Source: an optimization exercise on an open RTL-to-GDS flow (aim: small area, a short achievable clock period and few clock cycles per item). Production flows keep margins and buffers that such runs may drop. In this exercise RTL edits were held to simulation tests only and were not proved equivalent to the original.

==> design.v <==
module bfly_mul
(
    input clk,
    input [15:0] x,
    input [14:0] t,
    output reg [18:0] s,
    output reg [18:0] c,
    output reg ci
);
wire pp1;
wire pp2;
wire pp3;
wire pp4;
wire pp5;
wire pp6;
wire pp7;
wire pp8;
wire pp9;
wire pp10;
wire pp11;
wire pp12;
wire pp13;
wire pp14;
wire pp15;
wire pp16;
wire pp17;
wire pp18;
wire pp19;
wire pp20;
wire pp21;
wire pp22;
wire pp23;
wire pp24;
wire pp25;
wire pp26;
wire pp27;
wire pp28;
wire pp29;
wire pp30;
wire pp31;
wire pp32;
wire pp33;
wire pp34;
wire pp35;
wire pp36;
wire pp37;
wire pp38;
wire pp39;
wire pp40;
wire pp41;
wire pp42;
wire pp43;
wire pp44;
wire pp45;
wire pp46;
wire pp47;
wire pp48;
wire pp49;
wire pp50;
wire pp51;
wire pp52;
wire pp53;
wire pp54;
wire pp55;
wire pp56;
wire pp57;
wire pp58;
wire pp59;
wire pp60;
wire pp61;
wire pp62;
wire pp63;
wire pp64;
wire pp65;
wire pp66;
wire pp67;
wire pp68;
wire pp69;
wire pp70;
wire pp71;
wire pp72;
wire pp73;
wire pp74;
wire pp75;
wire pp76;
wire pp77;
wire pp78;
wire pp79;
wire pp80;
wire pp81;
wire pp82;
wire pp83;
wire pp84;
wire pp85;
wire pp86;
wire pp87;
wire pp88;
wire pp89;
wire pp90;
wire pp91;
wire pp92;
wire pp93;
wire pp94;
wire pp95;
wire pp96;
wire pp97;
wire pp98;
wire pp99;
wire pp100;
wire pp101;
wire pp102;
wire pp103;
wire pp104;
wire pp105;
wire pp106;
wire pp107;
wire pp108;
wire pp109;
wire pp110;
wire pp111;
wire pp112;
wire pp113;
wire pp114;
wire pp115;
wire pp116;
wire pp117;
wire pp118;
wire pp119;
wire pp120;
wire pp121;
wire pp122;
wire pp123;
wire pp124;
wire pp125;
wire pp126;
wire pp127;
wire pp128;
wire pp129;
wire pp130;
wire pp131;
wire pp132;
wire pp133;
wire pp134;
wire pp135;
wire pp136;
wire pp137;
wire pp138;
wire pp139;
wire pp140;
wire pp141;
wire pp142;
wire pp143;
wire pp144;
wire pp145;
wire pp146;
wire pp147;
wire pp148;
wire pp149;
wire pp150;
wire pp151;
wire pp152;
wire pp153;
wire pp154;
wire pp155;
wire pp156;
wire pp157;
wire pp158;
wire pp159;
wire pp160;
wire pp161;
wire pp162;
wire pp163;
wire pp164;
wire pp165;
wire pp166;
wire pp167;
wire pp168;
wire pp169;
wire pp170;
wire pp171;
wire pp172;
wire pp173;
wire pp174;
wire pp175;
wire pp176;
wire pp177;
wire pp178;
wire pp179;
wire pp180;
wire pp181;
wire pp182;
wire pp183;
wire pp184;
wire pp185;
wire pp186;
wire pp187;
wire pp188;
wire pp189;
wire pp190;
wire pp191;
wire pp192;
wire pp193;
wire pp194;
wire pp195;
wire pp196;
wire pp197;
wire pp198;
wire pp199;
wire pp200;
wire pp201;
wire pp202;
wire pp203;
wire pp204;
wire pp205;
wire pp206;
wire pp207;
wire pp208;
wire pp209;
wire pp210;
wire pp211;
wire pp212;
wire pp213;
wire pp214;
wire pp215;
wire pp216;
wire pp217;
wire pp218;
wire pp219;
wire pp220;
wire pp221;
wire pp222;
wire pp223;
wire pp224;
wire pp225;
wire pp226;
wire pp227;
wire pp228;
wire pp229;
wire pp230;
wire pp231;
wire pp232;
wire pp233;
wire pp234;
wire pp235;
wire pp236;
wire pp237;
wire pp238;
wire pp239;
wire pp240;
wire pp241;
wire s242;
wire c243;
wire s244;
wire c245;
wire s246;
wire c247;
wire s248;
wire c249;
wire s250;
wire c251;
wire s252;
wire c253;
wire s254;
wire c255;
wire s256;
wire c257;
wire s258;
wire c259;
wire s260;
wire c261;
wire s262;
wire c263;
wire s264;
wire c265;
wire s266;
wire c267;
wire s268;
wire c269;
wire s270;
wire c271;
wire s272;
wire c273;
wire s274;
wire c275;
wire s276;
wire c277;
wire s278;
wire c279;
wire s280;
wire c281;
wire s282;
wire c283;
wire s284;
wire c285;
wire s286;
wire c287;
wire s288;
wire c289;
wire s290;
wire c291;
wire s292;
wire c293;
wire s294;
wire c295;
wire s296;
wire c297;
wire s298;
wire c299;
wire s300;
wire c301;
wire s302;
wire c303;
wire s304;
wire c305;
wire s306;
wire c307;
wire s308;
wire c309;
wire s310;
wire c311;
wire s312;
wire c313;
wire s314;
wire c315;
wire s316;
wire c317;
wire s318;
wire c319;
wire s320;
wire c321;
wire s322;
wire c323;
wire s324;
wire c325;
wire s326;
wire c327;
wire s328;
wire c329;
wire s330;
wire c331;
wire s332;
wire c333;
wire s334;
wire c335;
wire s336;
wire c337;
wire s338;
wire c339;
wire s340;
wire c341;
wire s342;
wire c343;
wire s344;
wire c345;
wire s346;
wire c347;
wire s348;
wire c349;
wire s350;
wire c351;
wire s352;
wire c353;
wire s354;
wire c355;
wire s356;
wire c357;
wire s358;
wire c359;
wire s360;
wire c361;
wire s362;
wire c363;
wire s364;
wire c365;
wire s366;
wire c367;
wire s368;
wire c369;
wire s370;
wire c371;
wire s372;
wire c373;
wire s374;
wire c375;
wire s376;
wire c377;
wire s378;
wire c379;
wire s380;
wire c381;
wire s382;
wire c383;
wire s384;
wire c385;
wire s386;
wire c387;
wire s388;
wire c389;
wire s390;
wire c391;
wire s392;
wire c393;
wire s394;
wire c395;
wire s396;
wire c397;
wire s398;
wire c399;
wire s400;
wire c401;
wire s402;
wire c403;
wire s404;
wire c405;
wire s406;
wire c407;
wire s408;
wire c409;
wire s410;
wire c411;
wire s412;
wire c413;
wire s414;
wire c415;
wire s416;
wire c417;
wire s418;
wire c419;
wire s420;
wire c421;
wire s422;
wire c423;
wire s424;
wire c425;
wire s426;
wire c427;
wire s428;
wire c429;
wire s430;
wire c431;
wire s432;
wire c433;
wire s434;
wire c435;
wire s436;
wire c437;
wire s438;
wire c439;
wire s440;
wire c441;
wire s442;
wire c443;
wire s444;
wire c445;
wire s446;
wire c447;
wire s448;
wire c449;
wire s450;
wire c451;
wire s452;
wire c453;
wire s454;
wire c455;
wire s456;
wire c457;
wire s458;
wire c459;
wire s460;
wire c461;
wire s462;
wire c463;
wire s464;
wire c465;
wire s466;
wire c467;
wire s468;
wire c469;
wire s470;
wire c471;
wire s472;
wire c473;
wire s474;
wire c475;
wire s476;
wire c477;
wire s478;
wire c479;
wire s480;
wire c481;
wire s482;
wire c483;
wire s484;
wire c485;
wire s486;
wire c487;
wire s488;
wire c489;
wire s490;
wire c491;
wire s492;
wire c493;
wire s494;
wire c495;
wire s496;
wire c497;
wire s498;
wire c499;
wire s500;
wire c501;
wire s502;
wire c503;
wire s504;
wire c505;
wire s506;
wire c507;
wire s508;
wire c509;
wire s510;
wire c511;
wire s512;
wire c513;
wire s514;
wire c515;
wire s516;
wire c517;
wire s518;
wire c519;
wire s520;
wire c521;
wire s522;
wire c523;
wire s524;
wire c525;
wire s526;
wire c527;
wire s528;
wire c529;
wire s530;
wire c531;
wire s532;
wire c533;
wire s534;
wire c535;
wire s536;
wire c537;
wire s538;
wire c539;
wire s540;
wire c541;
wire s542;
wire c543;
wire s544;
wire c545;
wire s546;
wire c547;
wire s548;
wire c549;
wire s550;
wire c551;
wire s552;
wire c553;
wire s554;
wire c555;
wire s556;
wire c557;
wire s558;
wire c559;
wire s560;
wire c561;
wire s562;
wire c563;
wire s564;
wire c565;
wire s566;
wire c567;
wire s568;
wire c569;
wire s570;
wire c571;
wire s572;
wire c573;
wire s574;
wire c575;
wire s576;
wire c577;
wire s578;
wire c579;
wire s580;
wire c581;
wire s582;
wire c583;
wire s584;
wire c585;
wire s586;
wire c587;
wire s588;
wire c589;
wire s590;
wire c591;
wire s592;
wire c593;
wire s594;
wire c595;
wire s596;
wire c597;
wire s598;
wire c599;
wire s600;
wire c601;
wire s602;
wire c603;
wire s604;
wire c605;
wire s606;
wire c607;
wire s608;
wire c609;
wire s610;
wire c611;
wire s612;
wire c613;
wire s614;
wire c615;
wire s616;
wire c617;
wire s618;
wire c619;
wire s620;
wire c621;
wire s622;
wire c623;
wire s624;
wire c625;
wire s626;
wire c627;
wire s628;
wire c629;
wire s630;
wire c631;
wire s632;
wire c633;
wire s634;
wire c635;
wire s636;
wire c637;
wire s638;
wire c639;
wire s640;
wire c641;
wire s642;
wire c643;
wire s644;
wire c645;
wire s646;
wire c647;
wire s648;
wire c649;
wire s650;
wire c651;
wire s652;
wire c653;
wire s654;
wire c655;
wire s656;
wire c657;
wire s658;
wire c659;
wire s660;
wire c661;
assign pp1 = x[0] & t[0];
assign pp2 = x[0] & t[1];
assign pp3 = x[0] & t[2];
assign pp4 = x[0] & t[3];
assign pp5 = x[0] & t[4];
assign pp6 = x[0] & t[5];
assign pp7 = x[0] & t[6];
assign pp8 = x[0] & t[7];
assign pp9 = x[0] & t[8];
assign pp10 = x[0] & t[9];
assign pp11 = x[0] & t[10];
assign pp12 = x[0] & t[11];
assign pp13 = x[0] & t[12];
assign pp14 = x[0] & t[13];
assign pp15 = x[0] & t[14];
assign pp16 = x[1] & t[0];
assign pp17 = x[1] & t[1];
assign pp18 = x[1] & t[2];
assign pp19 = x[1] & t[3];
assign pp20 = x[1] & t[4];
assign pp21 = x[1] & t[5];
assign pp22 = x[1] & t[6];
assign pp23 = x[1] & t[7];
assign pp24 = x[1] & t[8];
assign pp25 = x[1] & t[9];
assign pp26 = x[1] & t[10];
assign pp27 = x[1] & t[11];
assign pp28 = x[1] & t[12];
assign pp29 = x[1] & t[13];
assign pp30 = x[1] & t[14];
assign pp31 = x[2] & t[0];
assign pp32 = x[2] & t[1];
assign pp33 = x[2] & t[2];
assign pp34 = x[2] & t[3];
assign pp35 = x[2] & t[4];
assign pp36 = x[2] & t[5];
assign pp37 = x[2] & t[6];
assign pp38 = x[2] & t[7];
assign pp39 = x[2] & t[8];
assign pp40 = x[2] & t[9];
assign pp41 = x[2] & t[10];
assign pp42 = x[2] & t[11];
assign pp43 = x[2] & t[12];
assign pp44 = x[2] & t[13];
assign pp45 = x[2] & t[14];
assign pp46 = x[3] & t[0];
assign pp47 = x[3] & t[1];
assign pp48 = x[3] & t[2];
assign pp49 = x[3] & t[3];
assign pp50 = x[3] & t[4];
assign pp51 = x[3] & t[5];
assign pp52 = x[3] & t[6];
assign pp53 = x[3] & t[7];
assign pp54 = x[3] & t[8];
assign pp55 = x[3] & t[9];
assign pp56 = x[3] & t[10];
assign pp57 = x[3] & t[11];
assign pp58 = x[3] & t[12];
assign pp59 = x[3] & t[13];
assign pp60 = x[3] & t[14];
assign pp61 = x[4] & t[0];
assign pp62 = x[4] & t[1];
assign pp63 = x[4] & t[2];
assign pp64 = x[4] & t[3];
assign pp65 = x[4] & t[4];
assign pp66 = x[4] & t[5];
assign pp67 = x[4] & t[6];
assign pp68 = x[4] & t[7];
assign pp69 = x[4] & t[8];
assign pp70 = x[4] & t[9];
assign pp71 = x[4] & t[10];
assign pp72 = x[4] & t[11];
assign pp73 = x[4] & t[12];
assign pp74 = x[4] & t[13];
assign pp75 = x[4] & t[14];
assign pp76 = x[5] & t[0];
assign pp77 = x[5] & t[1];
assign pp78 = x[5] & t[2];
assign pp79 = x[5] & t[3];
assign pp80 = x[5] & t[4];
assign pp81 = x[5] & t[5];
assign pp82 = x[5] & t[6];
assign pp83 = x[5] & t[7];
assign pp84 = x[5] & t[8];
assign pp85 = x[5] & t[9];
assign pp86 = x[5] & t[10];
assign pp87 = x[5] & t[11];
assign pp88 = x[5] & t[12];
assign pp89 = x[5] & t[13];
assign pp90 = x[5] & t[14];
assign pp91 = x[6] & t[0];
assign pp92 = x[6] & t[1];
assign pp93 = x[6] & t[2];
assign pp94 = x[6] & t[3];
assign pp95 = x[6] & t[4];
assign pp96 = x[6] & t[5];
assign pp97 = x[6] & t[6];
assign pp98 = x[6] & t[7];
assign pp99 = x[6] & t[8];
assign pp100 = x[6] & t[9];
assign pp101 = x[6] & t[10];
assign pp102 = x[6] & t[11];
assign pp103 = x[6] & t[12];
assign pp104 = x[6] & t[13];
assign pp105 = x[6] & t[14];
assign pp106 = x[7] & t[0];
assign pp107 = x[7] & t[1];
assign pp108 = x[7] & t[2];
assign pp109 = x[7] & t[3];
assign pp110 = x[7] & t[4];
assign pp111 = x[7] & t[5];
assign pp112 = x[7] & t[6];
assign pp113 = x[7] & t[7];
assign pp114 = x[7] & t[8];
assign pp115 = x[7] & t[9];
assign pp116 = x[7] & t[10];
assign pp117 = x[7] & t[11];
assign pp118 = x[7] & t[12];
assign pp119 = x[7] & t[13];
assign pp120 = x[7] & t[14];
assign pp121 = x[8] & t[0];
assign pp122 = x[8] & t[1];
assign pp123 = x[8] & t[2];
assign pp124 = x[8] & t[3];
assign pp125 = x[8] & t[4];
assign pp126 = x[8] & t[5];
assign pp127 = x[8] & t[6];
assign pp128 = x[8] & t[7];
assign pp129 = x[8] & t[8];
assign pp130 = x[8] & t[9];
assign pp131 = x[8] & t[10];
assign pp132 = x[8] & t[11];
assign pp133 = x[8] & t[12];
assign pp134 = x[8] & t[13];
assign pp135 = x[8] & t[14];
assign pp136 = x[9] & t[0];
assign pp137 = x[9] & t[1];
assign pp138 = x[9] & t[2];
assign pp139 = x[9] & t[3];
assign pp140 = x[9] & t[4];
assign pp141 = x[9] & t[5];
assign pp142 = x[9] & t[6];
assign pp143 = x[9] & t[7];
assign pp144 = x[9] & t[8];
assign pp145 = x[9] & t[9];
assign pp146 = x[9] & t[10];
assign pp147 = x[9] & t[11];
assign pp148 = x[9] & t[12];
assign pp149 = x[9] & t[13];
assign pp150 = x[9] & t[14];
assign pp151 = x[10] & t[0];
assign pp152 = x[10] & t[1];
assign pp153 = x[10] & t[2];
assign pp154 = x[10] & t[3];
assign pp155 = x[10] & t[4];
assign pp156 = x[10] & t[5];
assign pp157 = x[10] & t[6];
assign pp158 = x[10] & t[7];
assign pp159 = x[10] & t[8];
assign pp160 = x[10] & t[9];
assign pp161 = x[10] & t[10];
assign pp162 = x[10] & t[11];
assign pp163 = x[10] & t[12];
assign pp164 = x[10] & t[13];
assign pp165 = x[10] & t[14];
assign pp166 = x[11] & t[0];
assign pp167 = x[11] & t[1];
assign pp168 = x[11] & t[2];
assign pp169 = x[11] & t[3];
assign pp170 = x[11] & t[4];
assign pp171 = x[11] & t[5];
assign pp172 = x[11] & t[6];
assign pp173 = x[11] & t[7];
assign pp174 = x[11] & t[8];
assign pp175 = x[11] & t[9];
assign pp176 = x[11] & t[10];
assign pp177 = x[11] & t[11];
assign pp178 = x[11] & t[12];
assign pp179 = x[11] & t[13];
assign pp180 = x[11] & t[14];
assign pp181 = x[12] & t[0];
assign pp182 = x[12] & t[1];
assign pp183 = x[12] & t[2];
assign pp184 = x[12] & t[3];
assign pp185 = x[12] & t[4];
assign pp186 = x[12] & t[5];
assign pp187 = x[12] & t[6];
assign pp188 = x[12] & t[7];
assign pp189 = x[12] & t[8];
assign pp190 = x[12] & t[9];
assign pp191 = x[12] & t[10];
assign pp192 = x[12] & t[11];
assign pp193 = x[12] & t[12];
assign pp194 = x[12] & t[13];
assign pp195 = x[12] & t[14];
assign pp196 = x[13] & t[0];
assign pp197 = x[13] & t[1];
assign pp198 = x[13] & t[2];
assign pp199 = x[13] & t[3];
assign pp200 = x[13] & t[4];
assign pp201 = x[13] & t[5];
assign pp202 = x[13] & t[6];
assign pp203 = x[13] & t[7];
assign pp204 = x[13] & t[8];
assign pp205 = x[13] & t[9];
assign pp206 = x[13] & t[10];
assign pp207 = x[13] & t[11];
assign pp208 = x[13] & t[12];
assign pp209 = x[13] & t[13];
assign pp210 = x[13] & t[14];
assign pp211 = x[14] & t[0];
assign pp212 = x[14] & t[1];
assign pp213 = x[14] & t[2];
assign pp214 = x[14] & t[3];
assign pp215 = x[14] & t[4];
assign pp216 = x[14] & t[5];
assign pp217 = x[14] & t[6];
assign pp218 = x[14] & t[7];
assign pp219 = x[14] & t[8];
assign pp220 = x[14] & t[9];
assign pp221 = x[14] & t[10];
assign pp222 = x[14] & t[11];
assign pp223 = x[14] & t[12];
assign pp224 = x[14] & t[13];
assign pp225 = x[14] & t[14];
assign pp226 = ~(x[15] & t[0]);
assign pp227 = ~(x[15] & t[1]);
assign pp228 = ~(x[15] & t[2]);
assign pp229 = ~(x[15] & t[3]);
assign pp230 = ~(x[15] & t[4]);
assign pp231 = ~(x[15] & t[5]);
assign pp232 = ~(x[15] & t[6]);
assign pp233 = ~(x[15] & t[7]);
assign pp234 = ~(x[15] & t[8]);
assign pp235 = ~(x[15] & t[9]);
assign pp236 = ~(x[15] & t[10]);
assign pp237 = ~(x[15] & t[11]);
assign pp238 = ~(x[15] & t[12]);
assign pp239 = ~(x[15] & t[13]);
assign pp240 = ~(x[15] & t[14]);
assign pp241 = ~x[15];
assign s242 = 1'b1 ^ pp13;
assign c243 = 1'b1 & pp13;
assign s244 = 1'b1 ^ pp14 ^ pp28;
assign c245 = (1'b1 & pp14) | (pp28 & (1'b1 ^ pp14));
assign s246 = pp42 ^ pp56;
assign c247 = pp42 & pp56;
assign s248 = pp15 ^ pp29 ^ pp43;
assign c249 = (pp15 & pp29) | (pp43 & (pp15 ^ pp29));
assign s250 = pp57 ^ pp71 ^ pp85;
assign c251 = (pp57 & pp71) | (pp85 & (pp57 ^ pp71));
assign s252 = 1'b1 ^ pp30 ^ pp44;
assign c253 = (1'b1 & pp30) | (pp44 & (1'b1 ^ pp30));
assign s254 = pp58 ^ pp72 ^ pp86;
assign c255 = (pp58 & pp72) | (pp86 & (pp58 ^ pp72));
assign s256 = pp100 ^ pp114;
assign c257 = pp100 & pp114;
assign s258 = pp45 ^ pp59 ^ pp73;
assign c259 = (pp45 & pp59) | (pp73 & (pp45 ^ pp59));
assign s260 = pp87 ^ pp101 ^ pp115;
assign c261 = (pp87 & pp101) | (pp115 & (pp87 ^ pp101));
assign s262 = pp60 ^ pp74 ^ pp88;
assign c263 = (pp60 & pp74) | (pp88 & (pp60 ^ pp74));
assign s264 = 1'b1 ^ pp9;
assign c265 = 1'b1 & pp9;
assign s266 = 1'b1 ^ pp10 ^ pp24;
assign c267 = (1'b1 & pp10) | (pp24 & (1'b1 ^ pp10));
assign s268 = pp38 ^ pp52;
assign c269 = pp38 & pp52;
assign s270 = 1'b1 ^ pp11 ^ pp25;
assign c271 = (1'b1 & pp11) | (pp25 & (1'b1 ^ pp11));
assign s272 = pp39 ^ pp53 ^ pp67;
assign c273 = (pp39 & pp53) | (pp67 & (pp39 ^ pp53));
assign s274 = pp81 ^ pp95;
assign c275 = pp81 & pp95;
assign s276 = 1'b1 ^ pp12 ^ pp26;
assign c277 = (1'b1 & pp12) | (pp26 & (1'b1 ^ pp12));
assign s278 = pp40 ^ pp54 ^ pp68;
assign c279 = (pp40 & pp54) | (pp68 & (pp40 ^ pp54));
assign s280 = pp82 ^ pp96 ^ pp110;
assign c281 = (pp82 & pp96) | (pp110 & (pp82 ^ pp96));
assign s282 = pp124 ^ pp138;
assign c283 = pp124 & pp138;
assign s284 = pp27 ^ pp41 ^ pp55;
assign c285 = (pp27 & pp41) | (pp55 & (pp27 ^ pp41));
assign s286 = pp69 ^ pp83 ^ pp97;
assign c287 = (pp69 & pp83) | (pp97 & (pp69 ^ pp83));
assign s288 = pp111 ^ pp125 ^ pp139;
assign c289 = (pp111 & pp125) | (pp139 & (pp111 ^ pp125));
assign s290 = pp153 ^ pp167 ^ pp181;
assign c291 = (pp153 & pp167) | (pp181 & (pp153 ^ pp167));
assign s292 = pp70 ^ pp84 ^ pp98;
assign c293 = (pp70 & pp84) | (pp98 & (pp70 ^ pp84));
assign s294 = pp112 ^ pp126 ^ pp140;
assign c295 = (pp112 & pp126) | (pp140 & (pp112 ^ pp126));
assign s296 = pp154 ^ pp168 ^ pp182;
assign c297 = (pp154 & pp168) | (pp182 & (pp154 ^ pp168));
assign s298 = pp196 ^ c243 ^ s246;
assign c299 = (pp196 & c243) | (s246 & (pp196 ^ c243));
assign s300 = pp99 ^ pp113 ^ pp127;
assign c301 = (pp99 & pp113) | (pp127 & (pp99 ^ pp113));
assign s302 = pp141 ^ pp155 ^ pp169;
assign c303 = (pp141 & pp155) | (pp169 & (pp141 ^ pp155));
assign s304 = pp183 ^ pp197 ^ pp211;
assign c305 = (pp183 & pp197) | (pp211 & (pp183 ^ pp197));
assign s306 = c247 ^ c245 ^ s248;
assign c307 = (c247 & c245) | (s248 & (c247 ^ c245));
assign s308 = pp128 ^ pp142 ^ pp156;
assign c309 = (pp128 & pp142) | (pp156 & (pp128 ^ pp142));
assign s310 = pp170 ^ pp184 ^ pp198;
assign c311 = (pp170 & pp184) | (pp198 & (pp170 ^ pp184));
assign s312 = pp212 ^ pp226 ^ s256;
assign c313 = (pp212 & pp226) | (s256 & (pp212 ^ pp226));
assign s314 = c249 ^ c251 ^ s252;
assign c315 = (c249 & c251) | (s252 & (c249 ^ c251));
assign s316 = pp129 ^ pp143 ^ pp157;
assign c317 = (pp129 & pp143) | (pp157 & (pp129 ^ pp143));
assign s318 = pp171 ^ pp185 ^ pp199;
assign c319 = (pp171 & pp185) | (pp199 & (pp171 ^ pp185));
assign s320 = pp213 ^ pp227 ^ c257;
assign c321 = (pp213 & pp227) | (c257 & (pp213 ^ pp227));
assign s322 = c253 ^ c255 ^ s258;
assign c323 = (c253 & c255) | (s258 & (c253 ^ c255));
assign s324 = pp102 ^ pp116 ^ pp130;
assign c325 = (pp102 & pp116) | (pp130 & (pp102 ^ pp116));
assign s326 = pp144 ^ pp158 ^ pp172;
assign c327 = (pp144 & pp158) | (pp172 & (pp144 ^ pp158));
assign s328 = pp186 ^ pp200 ^ pp214;
assign c329 = (pp186 & pp200) | (pp214 & (pp186 ^ pp200));
assign s330 = pp228 ^ c259 ^ c261;
assign c331 = (pp228 & c259) | (c261 & (pp228 ^ c259));
assign s332 = pp75 ^ pp89 ^ pp103;
assign c333 = (pp75 & pp89) | (pp103 & (pp75 ^ pp89));
assign s334 = pp117 ^ pp131 ^ pp145;
assign c335 = (pp117 & pp131) | (pp145 & (pp117 ^ pp131));
assign s336 = pp159 ^ pp173 ^ pp187;
assign c337 = (pp159 & pp173) | (pp187 & (pp159 ^ pp173));
assign s338 = pp201 ^ pp215 ^ pp229;
assign c339 = (pp201 & pp215) | (pp229 & (pp201 ^ pp215));
assign s340 = pp90 ^ pp104 ^ pp118;
assign c341 = (pp90 & pp104) | (pp118 & (pp90 ^ pp104));
assign s342 = pp132 ^ pp146 ^ pp160;
assign c343 = (pp132 & pp146) | (pp160 & (pp132 ^ pp146));
assign s344 = pp174 ^ pp188 ^ pp202;
assign c345 = (pp174 & pp188) | (pp202 & (pp174 ^ pp188));
assign s346 = pp105 ^ pp119 ^ pp133;
assign c347 = (pp105 & pp119) | (pp133 & (pp105 ^ pp119));
assign s348 = pp147 ^ pp161 ^ pp175;
assign c349 = (pp147 & pp161) | (pp175 & (pp147 ^ pp161));
assign s350 = pp120 ^ pp134 ^ pp148;
assign c351 = (pp120 & pp134) | (pp148 & (pp120 ^ pp134));
assign s352 = 1'b1 ^ pp6;
assign c353 = 1'b1 & pp6;
assign s354 = 1'b1 ^ pp7 ^ pp21;
assign c355 = (1'b1 & pp7) | (pp21 & (1'b1 ^ pp7));
assign s356 = pp35 ^ pp49;
assign c357 = pp35 & pp49;
assign s358 = 1'b1 ^ pp8 ^ pp22;
assign c359 = (1'b1 & pp8) | (pp22 & (1'b1 ^ pp8));
assign s360 = pp36 ^ pp50 ^ pp64;
assign c361 = (pp36 & pp50) | (pp64 & (pp36 ^ pp50));
assign s362 = pp78 ^ pp92;
assign c363 = pp78 & pp92;
assign s364 = pp23 ^ pp37 ^ pp51;
assign c365 = (pp23 & pp37) | (pp51 & (pp23 ^ pp37));
assign s366 = pp65 ^ pp79 ^ pp93;
assign c367 = (pp65 & pp79) | (pp93 & (pp65 ^ pp79));
assign s368 = pp107 ^ pp121 ^ s264;
assign c369 = (pp107 & pp121) | (s264 & (pp107 ^ pp121));
assign s370 = pp66 ^ pp80 ^ pp94;
assign c371 = (pp66 & pp80) | (pp94 & (pp66 ^ pp80));
assign s372 = pp108 ^ pp122 ^ pp136;
assign c373 = (pp108 & pp122) | (pp136 & (pp108 ^ pp122));
assign s374 = c265 ^ s268 ^ s266;
assign c375 = (c265 & s268) | (s266 & (c265 ^ s268));
assign s376 = pp109 ^ pp123 ^ pp137;
assign c377 = (pp109 & pp123) | (pp137 & (pp109 ^ pp123));
assign s378 = pp151 ^ c269 ^ s274;
assign c379 = (pp151 & c269) | (s274 & (pp151 ^ c269));
assign s380 = c267 ^ s270 ^ s272;
assign c381 = (c267 & s270) | (s272 & (c267 ^ s270));
assign s382 = pp152 ^ pp166 ^ c275;
assign c383 = (pp152 & pp166) | (c275 & (pp152 ^ pp166));
assign s384 = s282 ^ c271 ^ c273;
assign c385 = (s282 & c271) | (c273 & (s282 ^ c271));
assign s386 = s276 ^ s278 ^ s280;
assign c387 = (s276 & s278) | (s280 & (s276 ^ s278));
assign s388 = c283 ^ s242 ^ c277;
assign c389 = (c283 & s242) | (c277 & (c283 ^ s242));
assign s390 = c279 ^ c281 ^ s284;
assign c391 = (c279 & c281) | (s284 & (c279 ^ c281));
assign s392 = s286 ^ s288 ^ s290;
assign c393 = (s286 & s288) | (s290 & (s286 ^ s288));
assign s394 = c285 ^ c287 ^ c289;
assign c395 = (c285 & c287) | (c289 & (c285 ^ c287));
assign s396 = c291 ^ s244 ^ s292;
assign c397 = (c291 & s244) | (s292 & (c291 ^ s244));
assign s398 = s294 ^ s296 ^ s298;
assign c399 = (s294 & s296) | (s298 & (s294 ^ s296));
assign s400 = c293 ^ c295 ^ c297;
assign c401 = (c293 & c295) | (c297 & (c293 ^ c295));
assign s402 = s250 ^ s300 ^ s302;
assign c403 = (s250 & s300) | (s302 & (s250 ^ s300));
assign s404 = s304 ^ c299 ^ s306;
assign c405 = (s304 & c299) | (s306 & (s304 ^ c299));
assign s406 = c301 ^ c303 ^ c305;
assign c407 = (c301 & c303) | (c305 & (c301 ^ c303));
assign s408 = s254 ^ s308 ^ s310;
assign c409 = (s254 & s308) | (s310 & (s254 ^ s308));
assign s410 = s312 ^ c307 ^ s314;
assign c411 = (s312 & c307) | (s314 & (s312 ^ c307));
assign s412 = c309 ^ c311 ^ s260;
assign c413 = (c309 & c311) | (s260 & (c309 ^ c311));
assign s414 = s316 ^ s318 ^ s320;
assign c415 = (s316 & s318) | (s320 & (s316 ^ s318));
assign s416 = c313 ^ c315 ^ s322;
assign c417 = (c313 & c315) | (s322 & (c313 ^ c315));
assign s418 = c317 ^ c319 ^ s262;
assign c419 = (c317 & c319) | (s262 & (c317 ^ c319));
assign s420 = s324 ^ s326 ^ s328;
assign c421 = (s324 & s326) | (s328 & (s324 ^ s326));
assign s422 = c321 ^ s330 ^ c323;
assign c423 = (c321 & s330) | (c323 & (c321 ^ s330));
assign s424 = c263 ^ c325 ^ c327;
assign c425 = (c263 & c325) | (c327 & (c263 ^ c325));
assign s426 = c329 ^ s332 ^ s334;
assign c427 = (c329 & s332) | (s334 & (c329 ^ s332));
assign s428 = s336 ^ s338 ^ c331;
assign c429 = (s336 & s338) | (c331 & (s336 ^ s338));
assign s430 = pp216 ^ pp230 ^ c333;
assign c431 = (pp216 & pp230) | (c333 & (pp216 ^ pp230));
assign s432 = c335 ^ c337 ^ c339;
assign c433 = (c335 & c337) | (c339 & (c335 ^ c337));
assign s434 = s340 ^ s342 ^ s344;
assign c435 = (s340 & s342) | (s344 & (s340 ^ s342));
assign s436 = pp189 ^ pp203 ^ pp217;
assign c437 = (pp189 & pp203) | (pp217 & (pp189 ^ pp203));
assign s438 = pp231 ^ c341 ^ c343;
assign c439 = (pp231 & c341) | (c343 & (pp231 ^ c341));
assign s440 = c345 ^ s346 ^ s348;
assign c441 = (c345 & s346) | (s348 & (c345 ^ s346));
assign s442 = pp162 ^ pp176 ^ pp190;
assign c443 = (pp162 & pp176) | (pp190 & (pp162 ^ pp176));
assign s444 = pp204 ^ pp218 ^ pp232;
assign c445 = (pp204 & pp218) | (pp232 & (pp204 ^ pp218));
assign s446 = c347 ^ c349 ^ s350;
assign c447 = (c347 & c349) | (s350 & (c347 ^ c349));
assign s448 = pp135 ^ pp149 ^ pp163;
assign c449 = (pp135 & pp149) | (pp163 & (pp135 ^ pp149));
assign s450 = pp177 ^ pp191 ^ pp205;
assign c451 = (pp177 & pp191) | (pp205 & (pp177 ^ pp191));
assign s452 = pp219 ^ pp233 ^ c351;
assign c453 = (pp219 & pp233) | (c351 & (pp219 ^ pp233));
assign s454 = pp150 ^ pp164 ^ pp178;
assign c455 = (pp150 & pp164) | (pp178 & (pp150 ^ pp164));
assign s456 = pp192 ^ pp206 ^ pp220;
assign c457 = (pp192 & pp206) | (pp220 & (pp192 ^ pp206));
assign s458 = pp165 ^ pp179 ^ pp193;
assign c459 = (pp165 & pp179) | (pp193 & (pp165 ^ pp179));
assign s460 = 1'b1 ^ pp4;
assign c461 = 1'b1 & pp4;
assign s462 = 1'b1 ^ pp5 ^ pp19;
assign c463 = (1'b1 & pp5) | (pp19 & (1'b1 ^ pp5));
assign s464 = pp33 ^ pp47;
assign c465 = pp33 & pp47;
assign s466 = pp20 ^ pp34 ^ pp48;
assign c467 = (pp20 & pp34) | (pp48 & (pp20 ^ pp34));
assign s468 = pp62 ^ pp76 ^ s352;
assign c469 = (pp62 & pp76) | (s352 & (pp62 ^ pp76));
assign s470 = pp63 ^ pp77 ^ pp91;
assign c471 = (pp63 & pp77) | (pp91 & (pp63 ^ pp77));
assign s472 = c353 ^ s356 ^ s354;
assign c473 = (c353 & s356) | (s354 & (c353 ^ s356));
assign s474 = pp106 ^ c357 ^ s362;
assign c475 = (pp106 & c357) | (s362 & (pp106 ^ c357));
assign s476 = c355 ^ s358 ^ s360;
assign c477 = (c355 & s358) | (s360 & (c355 ^ s358));
assign s478 = c363 ^ c359 ^ c361;
assign c479 = (c363 & c359) | (c361 & (c363 ^ c359));
assign s480 = s364 ^ s366 ^ s368;
assign c481 = (s364 & s366) | (s368 & (s364 ^ s366));
assign s482 = c365 ^ c367 ^ s370;
assign c483 = (c365 & c367) | (s370 & (c365 ^ c367));
assign s484 = s372 ^ c369 ^ s374;
assign c485 = (s372 & c369) | (s374 & (s372 ^ c369));
assign s486 = c371 ^ c373 ^ s376;
assign c487 = (c371 & c373) | (s376 & (c371 ^ c373));
assign s488 = s378 ^ c375 ^ s380;
assign c489 = (s378 & c375) | (s380 & (s378 ^ c375));
assign s490 = c377 ^ s382 ^ c379;
assign c491 = (c377 & s382) | (c379 & (c377 ^ s382));
assign s492 = s384 ^ c381 ^ s386;
assign c493 = (s384 & c381) | (s386 & (s384 ^ c381));
assign s494 = c383 ^ c385 ^ s388;
assign c495 = (c383 & c385) | (s388 & (c383 ^ c385));
assign s496 = c387 ^ s390 ^ s392;
assign c497 = (c387 & s390) | (s392 & (c387 ^ s390));
assign s498 = c389 ^ s394 ^ c391;
assign c499 = (c389 & s394) | (c391 & (c389 ^ s394));
assign s500 = c393 ^ s396 ^ s398;
assign c501 = (c393 & s396) | (s398 & (c393 ^ s396));
assign s502 = c395 ^ s400 ^ c397;
assign c503 = (c395 & s400) | (c397 & (c395 ^ s400));
assign s504 = s402 ^ c399 ^ s404;
assign c505 = (s402 & c399) | (s404 & (s402 ^ c399));
assign s506 = c401 ^ s406 ^ c403;
assign c507 = (c401 & s406) | (c403 & (c401 ^ s406));
assign s508 = s408 ^ c405 ^ s410;
assign c509 = (s408 & c405) | (s410 & (s408 ^ c405));
assign s510 = c407 ^ c409 ^ s412;
assign c511 = (c407 & c409) | (s412 & (c407 ^ c409));
assign s512 = s414 ^ c411 ^ s416;
assign c513 = (s414 & c411) | (s416 & (s414 ^ c411));
assign s514 = c413 ^ s418 ^ s420;
assign c515 = (c413 & s418) | (s420 & (c413 ^ s418));
assign s516 = c415 ^ s422 ^ c417;
assign c517 = (c415 & s422) | (c417 & (c415 ^ s422));
assign s518 = s424 ^ c419 ^ c421;
assign c519 = (s424 & c419) | (c421 & (s424 ^ c419));
assign s520 = s426 ^ c423 ^ s428;
assign c521 = (s426 & c423) | (s428 & (s426 ^ c423));
assign s522 = c425 ^ s430 ^ s432;
assign c523 = (c425 & s430) | (s432 & (c425 ^ s430));
assign s524 = c427 ^ s434 ^ c429;
assign c525 = (c427 & s434) | (c429 & (c427 ^ s434));
assign s526 = s436 ^ c431 ^ c433;
assign c527 = (s436 & c431) | (c433 & (s436 ^ c431));
assign s528 = s438 ^ c435 ^ s440;
assign c529 = (s438 & c435) | (s440 & (s438 ^ c435));
assign s530 = c437 ^ s442 ^ s444;
assign c531 = (c437 & s442) | (s444 & (c437 ^ s442));
assign s532 = c439 ^ c441 ^ s446;
assign c533 = (c439 & c441) | (s446 & (c439 ^ c441));
assign s534 = c443 ^ c445 ^ s448;
assign c535 = (c443 & c445) | (s448 & (c443 ^ c445));
assign s536 = s450 ^ s452 ^ c447;
assign c537 = (s450 & s452) | (c447 & (s450 ^ s452));
assign s538 = pp234 ^ c449 ^ c451;
assign c539 = (pp234 & c449) | (c451 & (pp234 ^ c449));
assign s540 = s454 ^ s456 ^ c453;
assign c541 = (s454 & s456) | (c453 & (s454 ^ s456));
assign s542 = pp207 ^ pp221 ^ pp235;
assign c543 = (pp207 & pp221) | (pp235 & (pp207 ^ pp221));
assign s544 = c455 ^ c457 ^ s458;
assign c545 = (c455 & c457) | (s458 & (c455 ^ c457));
assign s546 = pp180 ^ pp194 ^ pp208;
assign c547 = (pp180 & pp194) | (pp208 & (pp180 ^ pp194));
assign s548 = pp222 ^ pp236 ^ c459;
assign c549 = (pp222 & pp236) | (c459 & (pp222 ^ pp236));
assign s550 = pp195 ^ pp209 ^ pp223;
assign c551 = (pp195 & pp209) | (pp223 & (pp195 ^ pp209));
assign s552 = 1'b1 ^ pp3;
assign c553 = 1'b1 & pp3;
assign s554 = pp18 ^ pp32 ^ pp46;
assign c555 = (pp18 & pp32) | (pp46 & (pp18 ^ pp32));
assign s556 = pp61 ^ c461 ^ s464;
assign c557 = (pp61 & c461) | (s464 & (pp61 ^ c461));
assign s558 = c465 ^ c463 ^ s466;
assign c559 = (c465 & c463) | (s466 & (c465 ^ c463));
assign s560 = c467 ^ s470 ^ c469;
assign c561 = (c467 & s470) | (c469 & (c467 ^ s470));
assign s562 = c471 ^ s474 ^ c473;
assign c563 = (c471 & s474) | (c473 & (c471 ^ s474));
assign s564 = c475 ^ s478 ^ c477;
assign c565 = (c475 & s478) | (c477 & (c475 ^ s478));
assign s566 = c479 ^ s482 ^ c481;
assign c567 = (c479 & s482) | (c481 & (c479 ^ s482));
assign s568 = c483 ^ s486 ^ c485;
assign c569 = (c483 & s486) | (c485 & (c483 ^ s486));
assign s570 = c487 ^ s490 ^ c489;
assign c571 = (c487 & s490) | (c489 & (c487 ^ s490));
assign s572 = c491 ^ s494 ^ c493;
assign c573 = (c491 & s494) | (c493 & (c491 ^ s494));
assign s574 = c495 ^ s498 ^ c497;
assign c575 = (c495 & s498) | (c497 & (c495 ^ s498));
assign s576 = c499 ^ s502 ^ c501;
assign c577 = (c499 & s502) | (c501 & (c499 ^ s502));
assign s578 = c503 ^ s506 ^ c505;
assign c579 = (c503 & s506) | (c505 & (c503 ^ s506));
assign s580 = c507 ^ s510 ^ c509;
assign c581 = (c507 & s510) | (c509 & (c507 ^ s510));
assign s582 = c511 ^ s514 ^ s516;
assign c583 = (c511 & s514) | (s516 & (c511 ^ s514));
assign s584 = s518 ^ c515 ^ s520;
assign c585 = (s518 & c515) | (s520 & (s518 ^ c515));
assign s586 = c519 ^ s522 ^ s524;
assign c587 = (c519 & s522) | (s524 & (c519 ^ s522));
assign s588 = c523 ^ s526 ^ s528;
assign c589 = (c523 & s526) | (s528 & (c523 ^ s526));
assign s590 = s530 ^ c527 ^ c529;
assign c591 = (s530 & c527) | (c529 & (s530 ^ c527));
assign s592 = c531 ^ s534 ^ s536;
assign c593 = (c531 & s534) | (s536 & (c531 ^ s534));
assign s594 = s538 ^ c535 ^ c537;
assign c595 = (s538 & c535) | (c537 & (s538 ^ c535));
assign s596 = s542 ^ c539 ^ s544;
assign c597 = (s542 & c539) | (s544 & (s542 ^ c539));
assign s598 = c543 ^ s546 ^ s548;
assign c599 = (c543 & s546) | (s548 & (c543 ^ s546));
assign s600 = pp237 ^ c547 ^ s550;
assign c601 = (pp237 & c547) | (s550 & (pp237 ^ c547));
assign s602 = pp210 ^ pp224 ^ pp238;
assign c603 = (pp210 & pp224) | (pp238 & (pp210 ^ pp224));
assign s604 = 1'b1 ^ pp241;
assign c605 = 1'b1 & pp241;
assign s606 = 1'b1 ^ pp2 ^ pp16;
assign c607 = (1'b1 & pp2) | (pp16 & (1'b1 ^ pp2));
assign s608 = pp17 ^ pp31 ^ s552;
assign c609 = (pp17 & pp31) | (s552 & (pp17 ^ pp31));
assign s610 = c553 ^ s460 ^ s554;
assign c611 = (c553 & s460) | (s554 & (c553 ^ s460));
assign s612 = c555 ^ s462 ^ s556;
assign c613 = (c555 & s462) | (s556 & (c555 ^ s462));
assign s614 = c557 ^ s468 ^ s558;
assign c615 = (c557 & s468) | (s558 & (c557 ^ s468));
assign s616 = c559 ^ s472 ^ s560;
assign c617 = (c559 & s472) | (s560 & (c559 ^ s472));
assign s618 = s476 ^ c561 ^ s562;
assign c619 = (s476 & c561) | (s562 & (s476 ^ c561));
assign s620 = c563 ^ s480 ^ s564;
assign c621 = (c563 & s480) | (s564 & (c563 ^ s480));
assign s622 = c565 ^ s484 ^ s566;
assign c623 = (c565 & s484) | (s566 & (c565 ^ s484));
assign s624 = s488 ^ c567 ^ s568;
assign c625 = (s488 & c567) | (s568 & (s488 ^ c567));
assign s626 = s492 ^ c569 ^ s570;
assign c627 = (s492 & c569) | (s570 & (s492 ^ c569));
assign s628 = s496 ^ c571 ^ s572;
assign c629 = (s496 & c571) | (s572 & (s496 ^ c571));
assign s630 = s500 ^ c573 ^ s574;
assign c631 = (s500 & c573) | (s574 & (s500 ^ c573));
assign s632 = c575 ^ s504 ^ s576;
assign c633 = (c575 & s504) | (s576 & (c575 ^ s504));
assign s634 = s508 ^ c577 ^ s578;
assign c635 = (s508 & c577) | (s578 & (s508 ^ c577));
assign s636 = s512 ^ c579 ^ s580;
assign c637 = (s512 & c579) | (s580 & (s512 ^ c579));
assign s638 = c513 ^ c581 ^ s582;
assign c639 = (c513 & c581) | (s582 & (c513 ^ c581));
assign s640 = c517 ^ s584 ^ c583;
assign c641 = (c517 & s584) | (c583 & (c517 ^ s584));
assign s642 = c521 ^ c585 ^ s586;
assign c643 = (c521 & c585) | (s586 & (c521 ^ c585));
assign s644 = c525 ^ s588 ^ c587;
assign c645 = (c525 & s588) | (c587 & (c525 ^ s588));
assign s646 = s532 ^ s590 ^ c589;
assign c647 = (s532 & s590) | (c589 & (s532 ^ s590));
assign s648 = c533 ^ c591 ^ s592;
assign c649 = (c533 & c591) | (s592 & (c533 ^ c591));
assign s650 = s540 ^ s594 ^ c593;
assign c651 = (s540 & s594) | (c593 & (s540 ^ s594));
assign s652 = c541 ^ s596 ^ c595;
assign c653 = (c541 & s596) | (c595 & (c541 ^ s596));
assign s654 = c545 ^ s598 ^ c597;
assign c655 = (c545 & s598) | (c597 & (c545 ^ s598));
assign s656 = c549 ^ s600 ^ c599;
assign c657 = (c549 & s600) | (c599 & (c549 ^ s600));
assign s658 = c551 ^ s602 ^ c601;
assign c659 = (c551 & s602) | (c601 & (c551 ^ s602));
assign s660 = pp225 ^ pp239 ^ c603;
assign c661 = (pp225 & pp239) | (c603 & (pp225 ^ pp239));
wire [12:0] lo = {1'b0, {s626, s624, s622, s620, s618, s616, s614, s612, s610, s608, s606, pp1}} + {1'b0, {c625, c623, c621, c619, c617, c615, c613, c611, c609, c607, c605, s604}};
always @(posedge clk) begin
    s <= {1'b1, pp240, s660, s658, s656, s654, s652, s650, s648, s646, s644, s642, s640, s638, s636, s634, s632, s630, s628};
    c <= {1'b0, c661, c659, c657, c655, c653, c651, c649, c647, c645, c643, c641, c639, c637, c635, c633, c631, c629, c627};
    ci <= lo[12];
end
endmodule
module fft1024
(
    input clk,
    input rst_n,
    input start,
    output reg finish,
    input clear,
    input [31:0] dout0,
    output reg oce0,
    output reg ce0,
    output reg wre0,
    output reg [10:0] ad0,
    output reg [31:0] din0,
    input [31:0] dout1,
    output reg oce1,
    output reg ce1,
    output reg wre1,
    output reg [10:0] ad1,
    output reg [31:0] din1,
    input [15:0] dout_w,
    output reg oce_w,
    output reg ce_w,
    output reg [10:0] ad_w
);
reg run;             
reg ph;              
reg [3:0] s;         
reg [8:0] u;         
reg gap;             
wire        e0_v = run && (s <= 4'd9) && !gap;
wire        e0_x = (s == 4'd9) && !gap;
wire        e0_b = u[0];
wire [7:0]  e0_bi = u[8:1];
reg  [8:0]  e0_mask;    
always @(*) begin
    case (s)
        4'd0: e0_mask = 9'h000;
        4'd1: e0_mask = 9'h001;
        4'd2: e0_mask = 9'h003;
        4'd3: e0_mask = 9'h007;
        4'd4: e0_mask = 9'h00f;
        4'd5: e0_mask = 9'h01f;
        4'd6: e0_mask = 9'h03f;
        4'd7: e0_mask = 9'h07f;
        default: e0_mask = 9'h0ff;
    endcase
end
wire [8:0] e0_bw  = {1'b0, e0_bi};
wire [8:0] e0_ins = ((e0_bw << 1) & ~{e0_mask[7:0], 1'b1}) | (e0_bw & e0_mask);
wire [8:0] e0_a0  = e0_x ? u : e0_ins;
wire [8:0] e0_a1  = e0_x ? u : (e0_ins | (e0_mask + 9'd1));
reg  [8:0] e0_i;
always @(*) begin
    case (s)
        4'd0: e0_i = 9'd0;
        4'd1: e0_i = {e0_bi[0], 8'd0};
        4'd2: e0_i = {e0_bi[1:0], 7'd0};
        4'd3: e0_i = {e0_bi[2:0], 6'd0};
        4'd4: e0_i = {e0_bi[3:0], 5'd0};
        4'd5: e0_i = {e0_bi[4:0], 4'd0};
        4'd6: e0_i = {e0_bi[5:0], 3'd0};
        4'd7: e0_i = {e0_bi[6:0], 2'd0};
        4'd8: e0_i = {e0_bi[7:0], 1'd0};
        default: e0_i = u;
    endcase
end
wire e0_sr = e0_i > 9'd256;
wire [10:0] e0_adre = e0_sr ? {e0_i - 9'd256, 2'b00} : {9'd256 - e0_i, 2'b00};
wire [10:0] e0_adim = e0_sr ? {9'd0 - e0_i, 2'b00} : {e0_i, 2'b00};
reg       e1_v, e2_v, e3_v;
reg       e1_x, e2_x, e3_x;      
reg       e1_b, e2_b, e3_b;      
reg [8:0] e1_a0, e2_a0;
reg [8:0] e1_a1, e2_a1, e3_a1;
reg       e1_sr, e2_sr;
wire done = run && !ph && (s == 4'd10) && !e1_v && !e2_v && !(e3_v && !e3_x);
always @(posedge clk or negedge rst_n) begin
    if (!rst_n) begin
        run <= 1'b0;
        ph <= 1'b0;
        s <= 4'd0;
        u <= 9'd0;
        gap <= 1'b0;
        e1_v <= 1'b0;
        e2_v <= 1'b0;
        e3_v <= 1'b0;
        finish <= 1'b0;
    end
    else begin
        if (clear)
            finish <= 1'b0;
        if (!run) begin
            ph <= 1'b0;
            e1_v <= 1'b0;
            e2_v <= 1'b0;
            e3_v <= 1'b0;
            if (start)
                run <= 1'b1;
        end
        else begin
            ph <= ~ph;
            if (done) begin
                run <= 1'b0;
                finish <= 1'b1;
                s <= 4'd0;
                u <= 9'd0;
            end
            else if (ph) begin
                e1_v <= e0_v;
                e2_v <= e1_v;
                e3_v <= e2_v;
                if (gap) begin
                    gap <= 1'b0;
                end
                else if (s <= 4'd9) begin
                    u <= u + 9'd1;
                    if (u == 9'd511) begin
                        s <= s + 4'd1;
                        if (s == 4'd8)
                            gap <= 1'b1;
                    end
                end
            end
        end
    end
end
always @(posedge clk) begin
    if (ph) begin
        e1_x <= e0_x;   e2_x <= e1_x;   e3_x <= e2_x;
        e1_b <= e0_b;   e2_b <= e1_b;   e3_b <= e2_b;
        e1_a0 <= e0_a0; e2_a0 <= e1_a0;
        e1_a1 <= e0_a1; e2_a1 <= e1_a1; e3_a1 <= e2_a1;
        e1_sr <= e0_sr; e2_sr <= e1_sr;
    end
end
wire r1_0 = e0_v && !e0_x && !e0_b;             
wire r1_1 = e0_v && (e0_x || e0_b);             
wire r0_0 = e1_v && (e1_x || !e1_b);            
wire r0_1 = e1_v && !e1_x && e1_b;              
wire w0_0 = e2_v && (e2_x || !e2_b);            
wire w0_1 = e2_v && !e2_x && e2_b;              
wire w1_0 = e3_v && !e3_x && !e3_b;             
wire w1_1 = (e3_v && !e3_x && e3_b) || (e2_v && e2_x);   
always @(posedge clk or negedge rst_n) begin
    if (!rst_n) begin
        ce0 <= 1'b0; oce0 <= 1'b0; wre0 <= 1'b0;
        ce1 <= 1'b0; oce1 <= 1'b0; wre1 <= 1'b0;
        ce_w <= 1'b0; oce_w <= 1'b0;
    end
    else if (run && !done) begin
        if (!ph) begin
            ce0 <= r1_0 || r0_0;  oce0 <= r1_0 || r0_0;  wre0 <= 1'b0;
            ce1 <= r1_1 || r0_1;  oce1 <= r1_1 || r0_1;  wre1 <= 1'b0;
        end
        else begin
            ce0 <= w0_0 || w1_0;  oce0 <= w0_0 || w1_0;  wre0 <= 1'b1;
            ce1 <= w0_1 || w1_1;  oce1 <= w0_1 || w1_1;  wre1 <= 1'b1;
        end
        ce_w <= 1'b1; oce_w <= 1'b1;
    end
    else begin
        ce0 <= 1'b0; oce0 <= 1'b0; wre0 <= 1'b0;
        ce1 <= 1'b0; oce1 <= 1'b0; wre1 <= 1'b0;
        ce_w <= 1'b0; oce_w <= 1'b0;
    end
end
always @(posedge clk) begin
    if (!ph) begin
        ad0 <= {2'b00, r1_0 ? e0_a1 : e1_a0};
        ad1 <= {2'b00, r1_1 ? e0_a1 : e1_a0};
        ad_w <= e0_adre;
    end
    else begin
        ad0 <= {2'b00, w0_0 ? e2_a0 : e3_a1};
        ad1 <= {2'b00, w0_1 ? e2_a0 : (e2_x ? e2_a1 : e3_a1)};
        ad_w <= e0_adim;
    end
end
reg [14:0] tw;                  
reg [31:0] x1;                  
reg [31:0] x0;                  
reg [15:0] rrr, rir;            
reg [31:0] hold;                
localparam MK = 12;                  
wire [30-MK:0] ma_s, ma_c, mb_s, mb_c;
wire ma_ci, mb_ci;
bfly_mul mul_a (.clk(clk), .x(x1[31:16]), .t(tw), .s(ma_s), .c(ma_c), .ci(ma_ci));
bfly_mul mul_b (.clk(clk), .x(x1[15:0]),  .t(tw), .s(mb_s), .c(mb_c), .ci(mb_ci));
localparam SH = 15 - MK;
localparam WW = 31 - MK;
wire [WW-1:0] ci_a = {{(WW-1){1'b0}}, ma_ci};
wire [WW-1:0] ci_b = {{(WW-1){1'b0}}, mb_ci};
wire [WW-1:0] e2_m = {WW{e2_sr}};
wire [WW-1:0] e2_ka = {{(WW-SH-1){1'b0}}, e2_sr, {(SH-1){1'b0}}, e2_sr ^ ma_ci};
wire [WW-1:0] e2_kb = {{(WW-SH-1){1'b0}}, e2_sr, {(SH-1){1'b0}}, e2_sr ^ mb_ci};
wire [WW-1:0] rrr_w = (ma_s ^ e2_m) + (ma_c ^ e2_m) + e2_ka;
wire [WW-1:0] rir_w = (mb_s ^ e2_m) + (mb_c ^ e2_m) + e2_kb;
wire [15:0] rrr_n = rrr_w[WW-1:SH];
wire [15:0] rir_n = rir_w[WW-1:SH];
wire [WW-1:0] ua = {rrr, {(SH-1){1'b0}}, mb_ci};
wire [WW-1:0] us = ua ^ mb_s ^ mb_c;
wire [WW-1:0] uc = {(ua & mb_s) | (ua & mb_c) | (mb_s & mb_c), 1'b0};
wire [WW-1:0] wa = {rir, {(SH-2){1'b0}}, ~ma_ci, ma_ci};
wire [WW-1:0] ws = wa ^ ~ma_s ^ ~ma_c;
wire [WW-1:0] wc = {(wa & ~ma_s) | (wa & ~ma_c) | (~ma_s & ~ma_c), 1'b0};
wire [WW-1:0] rnd = {{(WW-SH){1'b0}}, {SH{1'b1}}};
wire [WW-1:0] t0re = {x0[31:16], {SH{1'b0}}} + us + uc;
wire [WW-1:0] t1re = {x0[31:16], {SH{1'b0}}} + ~us + ~uc + rnd + 2;
wire [WW-1:0] t0im = {x0[15:0], {SH{1'b0}}} + ws + wc + rnd;
wire [WW-1:0] t1im = {x0[15:0], {SH{1'b0}}} + ~ws + ~wc + 2;
wire [31:0] y0 = {t0re[WW-1:SH], t0im[WW-1:SH]};
wire [31:0] y1 = {t1re[WW-1:SH], t1im[WW-1:SH]};
always @(posedge clk) begin
    tw <= dout_w[14:0];
    x0 <= (e2_x || !e2_b) ? dout0 : dout1;           
    rrr <= rrr_n;                                     
    rir <= rir_n;                                     
    din0 <= (e2_x || !e2_b) ? y0 : hold;              
    din1 <= e2_x ? y1 : (e2_b ? y0 : hold);           
    if (!ph)
        x1 <= (e1_x || e1_b) ? dout1 : dout0;
    else
        hold <= y1;
end
endmodule
==> flow/run.sh <==
#!/bin/bash
set -o pipefail
export BUFFER_PORTS_ARGS="-buffer_cell sky130_fd_sc_hd__buf_2"
cp standard.sh standard_copy.txt 2>/dev/null
bash standard.sh > standard.log 2>&1
==> standard.sh <==
#!/bin/bash
# synth_recipe.tcl (not shown) runs the flow's synth.tcl, then flattens the netlist and writes it again
# the make line also repeats each setting of config.mk as NAME=value (left out here)
make -C /OpenROAD-flow-scripts/flow DESIGN_CONFIG=/design/flow/config.mk WORK_HOME=/design/flow/orfs CLKGATE_MAP_FILE= SYNTH_SCRIPT=/design/flow/synth_recipe.tcl "${@:-finish}"
==> config.mk <==
export PLATFORM = sky130hd
export DESIGN_NAME = fft1024
export DESIGN_NICKNAME = fft1024
export VERILOG_FILES = /design/flow/design.v
export SDC_FILE = /design/flow/constraint.sdc
export NUM_CORES = 4
export LEC_CHECK = 0
export ABC_AREA = 1
export CAP_MARGIN = 20
export CORE_MARGIN = 2
export CORE_UTILIZATION = 40
export CTS_CLUSTER_SIZE = 25
export SLEW_MARGIN = 20
==> constraint.sdc <==
create_clock -name core_clock -period 16.0 [get_ports {clk}]
set_input_delay 3.2000 -clock core_clock [delete_from_list [all_inputs] [get_ports {clk}]]
set_output_delay 3.2000 -clock core_clock [all_outputs]
set_load 0.01 [all_outputs]
==> flow_metrics.py, run 1 <==
metrics = {
    "run_status": {
        "outcome": "complete, no violations",
    },
    "run": {
        "max_cap_violations": 0,
    },
    "cts": {
        "cts_max_level": 2,
        "postCtsHoldBufs": 0,
        "max-clock-path-buffers": 3,
        "cts_setup_buffers": 0,
        "cts_tree": "done",
        "post_cts_resized": 0,
        "clk_pin_slew_ps": 60,
        "cts_buffers": 47,
        "clock_insertion_delay_worst_skew_ps": 640,
        "cts_root_buf": "clkbuf_16",
        "clkSinkCount": 385,
    },
    "yosys": {
        "synth_flop_cell": "dfxtp_1",
        "synth-seq-cells": 385,
        "synth-edff-count": 117,
        "yosysWarnings": 2,
        "synth_cells": 4141,
        "syn_area_mm2": 0.0346,
        "yosysSeqAreaShare_pct": 26.0,
        "syn_avg_cell_area_um2": 8.36,
        "yosysUniqueCellTypes": 54,
        "async_flop_share_pct": 6.23,
    },
    "worst_setup_path": {
        "crit_chain": "buf_2",
        "cp_max_fo": 2,
        "end_kind": "output pin",
        "critical_path_required_ps": 12800,
        "cp_top_family": "flip-flops",
        "critPathBufInv": 1,
        "max_stage_delay_ps": 380,
        "critPathArrivalTime_ps": 1150,
        "startpoint": "finish",
        "worstSetupPathType": "reg2out",
        "cp_slowest_cell": "dfrtp_1",
        "r2r_start": "tw[11]",
        "start_kind": "flip-flop",
    },
    "timing": {
        "rsz0062_at_grt": "no",
        "fin_crit_ps": 4350,
        "setup-violations-final": 0,
        "tns_ps": 0,
        "relSlewSlack_pct": 29.5,
        "report.final.hold_viol_count": 0,
        "fin_skew_ps": 36.2,
        "maxSlewViolCount": 0,
        "fmax_mhz": 230,
        "period_share_pct": 27.2,
        "tightest_slew_ps": 1050,
    },
    "route": {
        "firstDrtPassIters": 6,
        "drc_errors": 0,
        "wl_um": 96300,
        "num_vias": 26565,
        "ant_nets": 0,
        "via_per_inst": 4.89,
        "drtIter0Drc": 1815,
        "wl_per_cell_um": 17.7,
    },
    "worst_hold_path": {
        "hold_class": "reg2reg",
        "worstHoldStart": "e1_sr",
    },
    "place": {
        "gp_congestion": 0.937,
        "numPortBuffers": 182,
        "dp_hpwl_um": 73100,
    },
    "floorplanning": {
        "coreArea_mm2": 0.0854,
        "start_util_pct": 40.5,
        "io_pins": 190,
        "die_h_um": 298,
        "die_w_um": 298,
        "num_rows": 107,
        "fp.dieArea_mm2": 0.0889,
    },
    "layout": {
        "fill_cells": 8523,
        "layout.nets": 5023,
        "area_growth_pct": 10.2,
        "antennaDiodeCount": 0,
        "final_layout_size_suffix_gt1_share_pct": 7.57,
        "final_core_util_pct": 44.7,
    },
    "grt": {
        "grt_max_degree": 78,
        "grt_first_pass_wirelength_um": 153000,
        "antenna_found_initial": 3,
        "track_usage_pct": 22.1,
        "grt_pass1_vias": 27735,
        "gr-total-overflow": 0,
    },
}
[final cells by class]
class / instances / area [µm²] / share of cell area, %
clock buffers: 68 / 1350 / 3.54
clock inverters: 19 / 244 / 0.640
inverters: 950 / 3570 / 9.37
multi-input cells: 2667 / 21500 / 56.3
flip-flops and latches: 385 / 9010 / 23.6
well taps: 1144 / 1430 / 3.75
repair buffers: 203 / 1070 / 2.80
[cells in the mapped netlist (7+ instances only)]
master | n | area share (%)
buf_2 | 8 | 0.12
o21bai_1 | 14 | 0.30
nor2_1 | 194 | 2.1
buf_1 | 10 | 0.11
nand2_1 | 985 | 11
xor2_1 | 126 | 3.2
edfxtp_1 | 117 | 10
nand2_2 | 12 | 0.22
a21oi_1 | 122 | 1.8
buf_4 | 10 | 0.22
a21o_1 | 13 | 0.28
a31oi_1 | 16 | 0.29
o22ai_1 | 35 | 0.63
nand3_1 | 118 | 1.7
dfrtp_1 | 24 | 1.7
nand4_1 | 28 | 0.51
dfxtp_1 | 244 | 14
nor3_1 | 29 | 0.42
o21ai_0 | 196 | 2.8
inv_1 | 939 | 10
ha_1 | 217 | 7.8
o21a_1 | 7 | 0.15
fa_1 | 468 | 27
clkbuf_1 | 113 | 1.2
xnor2_1 | 26 | 0.66
[flip-flops by register name, indices dropped and copies added (netlist names), 15 cells and up]
name     count
din0        32
din1        32
hold        32
mul_a.c     18
mul_a.s     18
mul_b.c     18
mul_b.s     18
rir         16
rrr         16
tw          15
x0          32
x1          32
[cell families (layout without fill, tap and decap cells)]
| logic type | count (synthesis) | in the layout | share of synthesized area (%) |
|---|---|---|---|
| DFF | 385 | 385 | 26.0 |
| buffers and inverters | 1094 | 1240 | 12.1 |
| adders and majority gates | 685 | 685 | 34.9 |
| other | 1 | 6 | 0.0108 |
| AOI/OAI and AO/OA | 430 | 430 | 6.86 |
| and+or+nand+nor | 1394 | 1394 | 16.3 |
| xor gates and xnor gates | 152 | 152 | 3.85 |
[through the flow]
stage          hold WS, ps  setup slack (ps)  area, µm²  cells
2_1_floorplan          400             12140      34600   4146
3_3_place_gp           401             11730      36600   5349
3_5_place_dp           405             11690      36600   5349
4_1_cts                417             11600      38100   5436
5_1_grt                425             11560      38100   5436
6_report               416             11650      38100   5436
[per-layer routing]
| metal | up-vias | global-route usage, % | share of wire (%) |
|---|---|---|---|
| met4 | 0 | 9.60 | 4.6 |
| met2 | 887 | 38.0 | 48 |
| met3 | 181 | 3.43 | 6.8 |
| li1 | 12683 | - | - |
| met1 | 12814 | 27.6 | 41 |
| met5 | - | 0 | 0 |
[final timing paths]
path,cells past startpoint,slack [ps],end
setup / recovery,1,11650,finish
hold / removal,0,420,e2_sr
setup reg to reg,10,11720,mul_a.s[5]
hold reg to reg,0,420,e2_sr
max in group asynchronous,1,13040,ph
min in group asynchronous,1,2540,finish
[cells in the final DEF, fill, tap and decap left out, types with 28 or more instances in the layout]
cell / n
xor2_1: 126
o21ai_0: 196
inv_1: 938
dfxtp_1: 234
buf_2: 182
a21oi_1: 122
nor3_1: 29
ha_1: 217
nor2_1: 192
nand4_1: 28
nand3_1: 118
nand2_1: 985
o22ai_1: 35
edfxtp_1: 117
clkbuf_16: 50
fa_1: 468
Testbench counts, summed over its fixed seeds: cycles 122,976, ffts 12.
==> run 2: changes to the inputs <==
--- a/config.mk
+++ b/config.mk
@@ -9,5 +9,6 @@
 export CAP_MARGIN = 20
 export CORE_MARGIN = 2
 export CORE_UTILIZATION = 40
-export CTS_CLUSTER_SIZE = 25
+export CTS_CLUSTER_DIAMETER = 40
+export CTS_CLUSTER_SIZE = 50
 export SLEW_MARGIN = 20
==> run 2 against run 1 <==
Non-clock buffer count did not move. First-iteration DRC count fell by 5.2%. Wire length rose by 0.42%. Cell count rose by 0.83%. Die area did not move.
==> flow_metrics.py, run 2 <==
metrics = {
    "run_status": {
        "outcome": "complete, no violations",
    },
    "layout": {
        "fill_cells": 8452,
        "mostFrequentLayoutCell": "nand2_1",
        "final_cell_mix": "nand2_1, inv_1, fa_1",
        "antennaDiodeCount": 0,
        "finalInstanceArea_mm2": 0.0390,
        "layout.nets": 5048,
        "final_layout_size_suffix_gt1_share_pct": 8.78,
        "area_growth_pct": 12.7,
    },
    "yosys": {
        "syn_area_mm2": 0.0346,
        "yosysUniqueCellTypes": 54,
        "yosysTopAreaCell": "fa_1",
        "synth_common_cells": "nand2_1, inv_1, fa_1",
        "synth-edff-count": 117,
        "synth-seq-cells": 385,
        "yosysMostFrequentCell": "nand2_1",
        "synth_cells": 4141,
        "yosysSeqAreaShare_pct": 26.0,
        "async_flop_share_pct": 6.23,
        "yosys-top-cells-area": "fa_1, dfxtp_1, nand2_1",
        "synth_flop_cell": "dfxtp_1",
        "yosysWarnings": 2,
        "syn_avg_cell_area_um2": 8.36,
        "synth_top_area_share_pct": 27.1,
    },
    "timing": {
        "fin_crit_ps": 4330,
        "rsz0062_at_grt": "no",
        "maxSlewViolCount": 0,
        "tightest_slew_ps": 1010,
        "relSlewSlack_pct": 32.4,
        "holdWs_ps": 415,
        "report.final.hold_viol_count": 0,
        "period_share_pct": 27.1,
        "fin_skew_ps": 21.8,
        "tns_ps": 0,
        "fmax_mhz": 231,
        "setup-violations-final": 0,
    },
    "grt": {
        "grt_first_pass_wirelength_um": 154000,
        "antenna_found_initial": 5,
        "grt_max_degree": 78,
        "track_usage_pct": 22.4,
        "gr-total-overflow": 0,
        "grt_pass1_vias": 28007,
    },
    "cts": {
        "clkSinkCount": 385,
        "max-clock-path-buffers": 3,
        "cts_setup_buffers": 0,
        "cts_buffers": 72,
        "cts_max_level": 3,
        "cts_tree": "done",
        "cts_root_buf": "clkbuf_16",
        "postCtsHoldBufs": 0,
        "clk_pin_slew_ps": 40,
        "clock_insertion_delay_worst_skew_ps": 630,
        "post_cts_resized": 0,
    },
    "floorplanning": {
        "coreArea_mm2": 0.0854,
        "num_rows": 107,
        "io_pins": 190,
        "fp.dieArea_mm2": 0.0889,
        "start_util_pct": 40.5,
        "die_w_um": 298,
        "die_h_um": 298,
    },
    "place": {
        "numPortBuffers": 182,
        "gp_congestion": 0.937,
        "dp_hpwl_um": 73100,
        "place_area_mm2": 0.0366,
    },
    "worst_setup_path": {
        "worstSetupPathType": "reg2out",
        "start_kind": "flip-flop",
        "critical_path_required_ps": 12800,
        "cp_slowest_cell": "dfrtp_1",
        "cp_max_fo": 2,
        "crit_chain": "buf_2",
        "cp_top_family": "flip-flops",
        "critPathArrivalTime_ps": 1130,
        "end_kind": "output pin",
        "critPathBufInv": 1,
        "max_stage_delay_ps": 380,
    },
    "worst_hold_path": {
        "hold_class": "reg2reg",
    },
    "route": {
        "via_per_inst": 4.89,
        "drtIter0Drc": 1721,
        "ant_nets": 0,
        "firstDrtPassIters": 7,
        "num_vias": 26797,
        "wl_um": 96700,
        "wl_per_cell_um": 17.7,
        "drc_errors": 0,
    },
    "run": {
        "max_cap_violations": 0,
    },
}
run 2: cell counts after synthesis:
Identical to the previous run, type by type.
run 2: layout make-up:
| type | instances | area (µm²) | area share (%) |
|---|---|---|---|
| Clock buffer | 82 | 1920 | 4.93 |
| Clock inverter | 50 | 532 | 1.36 |
| Inverter | 950 | 3570 | 9.16 |
| Multi-Input combinational cell | 2667 | 21500 | 55.0 |
| Sequential cell | 385 | 9010 | 23.1 |
| Tap cell | 1144 | 1430 | 3.67 |
| Timing Repair Buffer | 203 | 1070 | 2.74 |
run 2: final timing paths:
check                       start  depth (start not counted)       end  slack (ps)
max                        finish                          1    finish       11670
max reg2reg                x1[20]                         12  mul_a.ci       11690
min in group asynchronous   rst_n                          1    finish        2570
min reg2reg                 e1_sr                          0     e2_sr         410
max in group asynchronous   rst_n                          1        ph       13020
min                         e1_sr                          0     e2_sr         410
run 2: metal layers:
metal,vias to the layer above,global-route usage (%),routed length [µm]
li1,12767,-,-
met4,0,9.63,4340
met1,12973,27.7,39800
met3,182,3.95,6480
met5,-,0,0
met2,875,38.1,46100
run 2: per-stage QoR:
stage          worst slack [ps]  util [%]  instances
2_1_floorplan             12140         -       4146
3_3_place_gp              11730      42.8       5349
3_5_place_dp              11690      42.8       5349
4_1_cts                   11620      45.7       5481
5_1_grt                   11540      45.7       5481
6_report                  11670      45.7       5481
run 2: cells by family after synthesis:
logic type / count (synthesis) / share of synthesized area [%]
and+or+nand+nor: 1394 / 16.3
buffers and inverters: 1094 / 12.1
adders and majority gates: 685 / 34.9
AOI/OAI and AO/OA: 430 / 6.86
DFF: 385 / 26.0
xor gates and xnor gates: 152 / 3.85
other: 1 / 0.0108

==> re-timing with driven ports <==
How much do the figures lean on ideal ports? The routed layouts below were timed once more, with nothing changed but the port constraints. Step 1 (the two cells are an assumption about what drives the block):
set clk [get_ports {clk}]
set_driving_cell -lib_cell sky130_fd_sc_hd__clkbuf_16 $clk
set_driving_cell -lib_cell sky130_fd_sc_hd__buf_2 [delete_from_list [all_inputs] $clk]
Step 2 also shifts input and output timing later by t, the mid clock arrival at the registers, as if the neighbouring blocks saw the same clock. a / b / c = ideal / step 1 / step 2; a / b = the first two.
run | t, ns | setup WS [ns] | worst setup path at the end | slew at the worst register clock pin (ns) | cell pins on the clock port's net
run 1 | 0.686 | 11.647 / 11.578 / 11.718 | register to register | 0.07 / 0.07 | 1
run 2 | 0.687 | 11.668 / 11.598 / 11.692 | register to register | 0.06 / 0.06 | 1
After both steps every run listed still meets setup and hold.
